This design comes from an exercise in tuning for small area, a short achievable clock period and few clock cycles per item on the open sky130 flow, not from production work.
Function was checked by simulation only, so behaviour that the tests miss may differ from the original.

## v8
Design simon_engine, start of the top module:
module simon_engine (
  input  logic           clk,                  
  input  logic           rst,                  
  input  logic           ctrl_in_begin,        
  input  logic [10:0]    ctrl_in_num_blocks,   
  input  logic [63:0]    ctrl_in_key,          
  output logic           done_intr,            
  output logic [31:0]    pt_addra,
  input  logic [31:0]    pt_rd_data,
  output logic [31:0]    ct_addra,
  output logic [31:0]    ct_wr_data,
  output logic [3:0]     ct_wea
);
==> flow/config.mk <==
export PLATFORM = sky130hd
export DESIGN_NAME = simon_engine
export DESIGN_NICKNAME = simon_engine
export VERILOG_FILES = /design/flow/design.v
export SDC_FILE = /design/flow/constraint.sdc
export NUM_CORES = 4
export LEC_CHECK = 0
export ABC_CLOCK_PERIOD_IN_PS = 2100
export CAP_MARGIN = 20
export CORE_MARGIN = 2
export CORE_UTILIZATION = 40
export CTS_CLUSTER_DIAMETER = 120
export CTS_CLUSTER_SIZE = 24
export PLACE_DENSITY = 0.7
export SETUP_SLACK_MARGIN = 1.95
export SLEW_MARGIN = 20
==> flow/constraint.sdc <==
create_clock -name core_clock -period 4.0 [get_ports {clk}]
set_input_delay 0.8000 -clock core_clock [delete_from_list [all_inputs] [get_ports {clk}]]
set_output_delay 0.8000 -clock core_clock [all_outputs]
set_load 0.01 [all_outputs]
standard.sh (not shown) runs the stock make flow with config.mk's settings and CLKGATE_MAP_FILE= SYNTH_SCRIPT=/design/flow/synth_recipe.tcl, a recipe that flattens the netlist after the stock synthesis.
==> flow/flow/run.sh <==
#!/bin/bash
# The standard layout, with every input and output port buffered by a plain
# sky130_fd_sc_hd__buf_1 instead of the default port buffer cell. The full
# output of the ORFS make run (synthesis, floorplan, placement, CTS, routing,
# finishing) goes to flow_make.log in this folder; ORFS also keeps each
# step's own log under orfs/logs.
set -euo pipefail
export BUFFER_PORTS_ARGS="-buffer_cell sky130_fd_sc_hd__buf_1"
bash standard.sh > flow_make.log 2>&1
Testbench counts of v8, summed over its fixed seeds: cycles 5,453, blocks 3,917.
Changes in v55 relative to v8:
==> flow/run.sh (new file) <==
#!/bin/bash
# synth_recipe.tcl (not shown) runs the flow's synth.tcl, then flattens the netlist and writes it again
# the make line also repeats each setting of config.mk as NAME=value (left out here)
make -C /OpenROAD-flow-scripts/flow DESIGN_CONFIG=/design/flow/config.mk WORK_HOME=/design/flow/orfs CLKGATE_MAP_FILE= SYNTH_SCRIPT=/design/flow/synth_recipe.tcl finish
-- flow/config.mk --
<<< v8, line 9
export CAP_MARGIN = 20
>>> v55, line 9
export CAP_MARGIN = 0
<<< v8, line 14
export PLACE_DENSITY = 0.7
export SETUP_SLACK_MARGIN = 1.95
export SLEW_MARGIN = 20
>>> v55, line 14
export SETUP_SLACK_MARGIN = 1.9
export SLEW_MARGIN = 0
removed: flow/flow/run.sh
removed: flow/standard.sh
Findings:
- v55 ended with every stage complete and zero timing, DRC or antenna violations.
- In v55 the wire length turned out about 5% higher than in v8.
- For v55, the endpoint of the worst setup timing path was ks[63]$_DFF_P_, unlike v8, where it was ks[57]$_DFF_P_.
- Compared to v8, v55 has post-placement setup slack 0.35 ns lower.
- Relative to v8, the wire length on met1 of v55 is higher by 9.5%.
#### Input delta (v13 over v55)
-- flow/config.mk --
<<< v55, line 9
export CAP_MARGIN = 0
>>> v13, line 9
export CAP_MARGIN = 20
<<< v55, line 15
export SLEW_MARGIN = 0
>>> v13, line 15
export SLEW_MARGIN = 20
Results
- The flow did not stop early for v13: all stages ran, and the layout cleared the timing, DRC and antenna checks.
- Number of buffers and inverters on the critical path came out exactly the same in v55 and v13.
- Largest fanout of any net on the critical path, v55 and v13: smaller value in v13
- Looking at v55 and v13, the clock-pin slew on the worst setup and hold paths is a wash.
- v55 → v13: final cell count ~0 delta; worst setup slack +0.018 ns; final net count ~0 delta.
- Summary of v13 over v55: per-cell via count in the routed design moved up; delay of the slowest cell on the worst path grew by 0.18 ns.
Here is what was changed in the inputs of v16 compared with v13.
==> flow/flow/run.sh (new file) <==
#!/bin/bash
# The standard layout, with every input and output port buffered by a plain
# sky130_fd_sc_hd__buf_1 instead of the default port buffer cell. The full
# output of the ORFS make run (synthesis, floorplan, placement, CTS, routing,
# finishing) goes to flow_make.log in this folder; ORFS also keeps each
# step's own log under orfs/logs.
set -euo pipefail
export BUFFER_PORTS_ARGS="-buffer_cell sky130_fd_sc_hd__buf_1"
bash standard.sh > flow_make.log 2>&1
==> flow/standard.sh (new file) <==
#!/bin/bash
# synth_recipe.tcl (not shown) runs the flow's synth.tcl, then flattens the netlist and writes it again
# the make line also repeats each setting of config.mk as NAME=value (left out here)
make -C /OpenROAD-flow-scripts/flow DESIGN_CONFIG=/design/flow/config.mk WORK_HOME=/design/flow/orfs CLKGATE_MAP_FILE= SYNTH_SCRIPT=/design/flow/synth_recipe.tcl "${@:-finish}"
-- flow/config.mk --
<<< v13, line 12
export CTS_CLUSTER_DIAMETER = 120
export CTS_CLUSTER_SIZE = 24
export SETUP_SLACK_MARGIN = 1.9
>>> v16, line 12
export CTS_BUF_LIST = sky130_fd_sc_hd__clkbuf_8 sky130_fd_sc_hd__clkbuf_16
export CTS_CLUSTER_DIAMETER = 80
export CTS_CLUSTER_SIZE = 16
export SETUP_SLACK_MARGIN = 1.95
removed: flow/run.sh
- A source of the critical timing path of ks[34]$_DFF_P_ is what v16 shows, while ctrl_in_key[38] belongs to v13.
- Higher cell count among v13 and v16: v16

The RTL this note starts from:
==> flow/design.v <==
`timescale 1ns / 1ps
module simon_engine (
  input  logic           clk,                  
  input  logic           rst,                  
  input  logic           ctrl_in_begin,        
  input  logic [10:0]    ctrl_in_num_blocks,   
  input  logic [63:0]    ctrl_in_key,          
  output logic           done_intr,            
  output logic [31:0]    pt_addra,
  input  logic [31:0]    pt_rd_data,
  output logic [31:0]    ct_addra,
  output logic [31:0]    ct_wr_data,
  output logic [3:0]     ct_wea
);
  localparam int R  = 3;                
  localparam int NS = (32 + R - 1) / R;         
  localparam int R0 = 32 - R * (NS - 1);        
  localparam logic [61:0] Z = 62'b01100111000011010100100010111110110011100001101010010001011111;
  logic          run;      
  logic [NS:1]   tok;      
  logic [10:0]   rd;       
  logic [10:0]   wr;       
  logic [10:0]   left;     
  logic          wea_r, done_r;
  wire start = !run && ctrl_in_begin;
  always_ff @(posedge clk) begin
    if (!rst) begin
      run    <= 1'b0;
      tok    <= '0;
      rd     <= '0;
      wea_r  <= 1'b0;
      done_r <= 1'b0;
    end else begin
      tok    <= {tok[NS-1:1], start};
      if (start)
        run <= 1'b1;
      else if (done_r)
        run <= 1'b0;
      rd     <= (run && !done_r) ? rd + 1'b1 : {10'd0, start};
      wea_r  <= tok[NS] || (wea_r && !done_r);
      done_r <= (tok[NS] && left == 11'd1) || (wea_r && left == 11'd2);
    end
    if (!run) begin
      wr   <= '0;
      left <= ctrl_in_num_blocks;
    end else if (wea_r) begin
      wr   <= wr + 1'b1;
      left <= left - 1'b1;
    end
  end
  function automatic logic [15:0] ror(input logic [15:0] v, input int s);
    ror = (v >> s) | (v << (16 - s));
  endfunction
  function automatic logic [R-1:0] zbits(input int n);
    zbits = Z[R*n +: R];
  endfunction
  localparam logic [64*67-1:0] KM = {
    67'h8f01801401ec00a0,
    67'hc780400a00f60050,
    67'h263c02005007b0028,
    67'h231e09002803d0014,
    67'h18f04801c01e000a,
    67'h10c78a400600f0005,
    67'h63c5200b0078002,
    67'h1031e2900d8034001,
    67'h18f1480ec01a000,
    67'h80c70a40f6005000,
    67'hc06305207b002800,
    67'he03102903d801400,
    67'hf01801481ec00a00,
    67'h780c00a40f600500,
    67'h3c06005207b00280,
    67'h41e03002903d80140,
    67'ha080018014000c,
    67'h50c000400a0006,
    67'h10028600020050003,
    67'h10014300090028001,
    67'ha18004801c000,
    67'h50c00a4006000,
    67'h8002060052003000,
    67'h4001030029001800,
    67'ha000018014800c00,
    67'h500000c00a400600,
    67'h2800006005200300,
    67'h1400003002900180,
    67'ha000018014800c0,
    67'h500000c00a40060,
    67'h280000600520030,
    67'h20140000300290018,
    67'hc000080018000,
    67'h60000c0004000,
    67'h3000060002000,
    67'h8001000030001000,
    67'hc000000018000800,
    67'h600000000c000400,
    67'h3000000006000200,
    67'h1800000003000100,
    67'hc00000001800080,
    67'h600000000c00040,
    67'h300000000600020,
    67'h180000000300010,
    67'hc0000000180008,
    67'h600000000c0004,
    67'h30000000060002,
    67'h10018000000030001,
    67'h8000000000000000,
    67'h4000000000000000,
    67'h2000000000000000,
    67'h1000000000000000,
    67'h800000000000000,
    67'h400000000000000,
    67'h200000000000000,
    67'h100000000000000,
    67'h80000000000000,
    67'h40000000000000,
    67'h20000000000000,
    67'h10000000000000,
    67'h8000000000000,
    67'h4000000000000,
    67'h2000000000000,
    67'h1000000000000
  };
  localparam logic [63:0] KC = 64'ha0fcaffcfffc0000;
  function automatic logic [63:0] kstep(input logic [63:0] k, input logic [R-1:0] zb);
    for (int b = 0; b < 64; b++) kstep[b] = ^({zb, k} & KM[(R+64)*b +: R+64]) ^ KC[b];
  endfunction
  logic [63:0]  ks;
  logic [R-1:0] zr;
  wire  [63:0]  kn = kstep(ks, zr);
  always_ff @(posedge clk) begin
    ks <= run ? kn : ctrl_in_key;
    zr <= zbits(0);
    for (int s = 1; s < NS; s++)
      if (tok[s]) zr <= zbits(s);
  end
  function automatic int stage_of(input int j);
    stage_of = (j < R0) ? 0 : 1 + (j - R0) / R;
  endfunction
  logic [15:0] rkey [0:31];
  for (genvar j = 0; j < 32; j++) begin : g_key
    localparam int S = stage_of(j);
    localparam int O = j - R * (S - 1);
    if (j < 4) begin : g_in
      assign rkey[j] = ctrl_in_key[16*j +: 16];
    end else if (O < 4) begin : g_ks
      always_ff @(posedge clk)
        if (tok[S]) rkey[j] <= ks[16*O +: 16];
    end else begin : g_kn
      always_ff @(posedge clk)
        if (tok[S]) rkey[j] <= kn[16*(O-R) +: 16];
    end
  end
  function automatic logic [31:0] rounds(input logic [31:0] b, input logic [16*R-1:0] k, input int n);
    logic [15:0] x, y, t;
    x = b[31:16];
    y = b[15:0];
    for (int j = 0; j < n; j++) begin
      t = x;
      x = y ^ ({x[14:0], x[15]} & {x[7:0], x[15:8]}) ^ {x[13:0], x[15:14]} ^ k[16*j +: 16];
      y = t;
    end
    rounds = {x, y};
  endfunction
  logic [31:0] d [0:NS];
  assign d[0] = pt_rd_data;
  for (genvar s = 0; s < NS; s++) begin : g_stage
    localparam int F = (s == 0) ? 0 : R0 + R * (s - 1);    
    localparam int N = (s == 0) ? R0 : R;                  
    logic [16*R-1:0] k;
    for (genvar j = 0; j < R; j++) begin : g_k
      if (j < N) begin : g_v
        assign k[16*j +: 16] = rkey[F + j];
      end else begin : g_x
        assign k[16*j +: 16] = '0;
      end
    end
    always_ff @(posedge clk)
      d[s+1] <= rounds(d[s], k, N);
  end
  assign pt_addra   = {19'd0, rd, 2'b00};
  assign ct_addra   = {19'd0, wr, 2'b00};
  assign ct_wr_data = d[NS];
  assign ct_wea     = {4{wea_r}};
  assign done_intr  = done_r;
endmodule
Settings: LEC_CHECK=0, ABC_CLOCK_PERIOD_IN_PS=2100, CAP_MARGIN=20, CORE_MARGIN=2, CORE_UTILIZATION=60, SETUP_SLACK_MARGIN=1.9, SLEW_MARGIN=20; clock period 4.0 ns.
run.sh (not shown) runs the stock make flow with config.mk's settings and CLKGATE_MAP_FILE= SYNTH_SCRIPT=/design/flow/synth_recipe.tcl, a recipe that flattens the netlist after the stock synthesis.
Stock flow here: none of the scripts above is used.
Testbench counts at the start, summed over its fixed seeds: cycles 5,453, blocks 3,917.
Edit:
- ABC_CLOCK_PERIOD_IN_PS: 2100 -> 1900
- CORE_UTILIZATION: 60 -> 40
- SETUP_SLACK_MARGIN: 1.9 -> 2.0
Outcome: The new run completed without violations. First-iteration DRC count fell by about 4%. Die area rises by 49%. Setup slack is better by 0.047 ns. Final area rises by 5.3%. Clock skew drops by 0.0087 ns.
Edit:
- ABC_CLOCK_PERIOD_IN_PS: 1900 -> 2100
- SETUP_SLACK_MARGIN: 2.0 -> 1.9
Outcome: Final area falls by 4.0%; cell count came out lower by 2.5%; setup slack barely changes.
Edit:
- CTS_CLUSTER_DIAMETER: unset -> 120
- CTS_CLUSTER_SIZE: unset -> 24
Result:
- non-clock buffer count goes up by 10
- critical path depth does not change
- final area goes down by 3.6%
- routed wire length drops by 1.1%
- die area stays the same
- register-to-register slack got worse by 0.02 ns
- sequential share of layout area rises by 1.6 points
- global-route usage went down by 0.32 points
- worst hold slack stays flat

[re-timing with driven ports]
Ports are ideal in the flow. The routed layouts listed here were re-timed in OpenROAD. Step 1: set_driving_cell puts a clkbuf_16 on clk and a buf_2 on each other input, an assumption about the parent block. Step 2, shift: input delay + t, output delay - t, t = (earliest + latest rising clock arrival at the registers) / 2. This alone moves slack from input paths to output paths. a / b / c = ideal ports / drivers / drivers and shift; a / b = the first two.
| run | shift t [ns] | setup slack, ns | worst register clock-pin slew, ns | worst slew at a driven data input, ns |
|---|---|---|---|---|
| v8 | 0.670 | 1.949 / 1.924 / 1.489 | 0.11 / 0.11 | 0.07 |
| v55 | 0.695 | 1.866 / 1.866 / 1.279 | 0.11 / 0.11 | 0.07 |
| v13 | 0.695 | 1.884 / 1.859 / 1.231 | 0.11 / 0.11 | 0.07 |
| v16 | 0.708 | 1.943 / 1.918 / 1.412 | 0.08 / 0.08 | 0.06 |
| the first run of note 2 | 0.722 | 1.866 / 1.850 / 1.265 | 0.07 / 0.07 | 0.07 |
| the second run of note 2 | 0.736 | 1.913 / 1.842 / 1.326 | 0.07 / 0.07 | 0.08 |
| the third run of note 2 | 0.747 | 1.911 / 1.868 / 1.222 | 0.07 / 0.07 | 0.07 |
| the fourth run of note 2 | 0.708 | 1.889 / 1.873 / 1.264 | 0.11 / 0.11 | 0.08 |
After both steps every run listed still meets setup and hold. For the third run of note 2, which loses most, drivers alone change the setup slack by -0.043 ns; drivers and shift together by -0.689 ns.
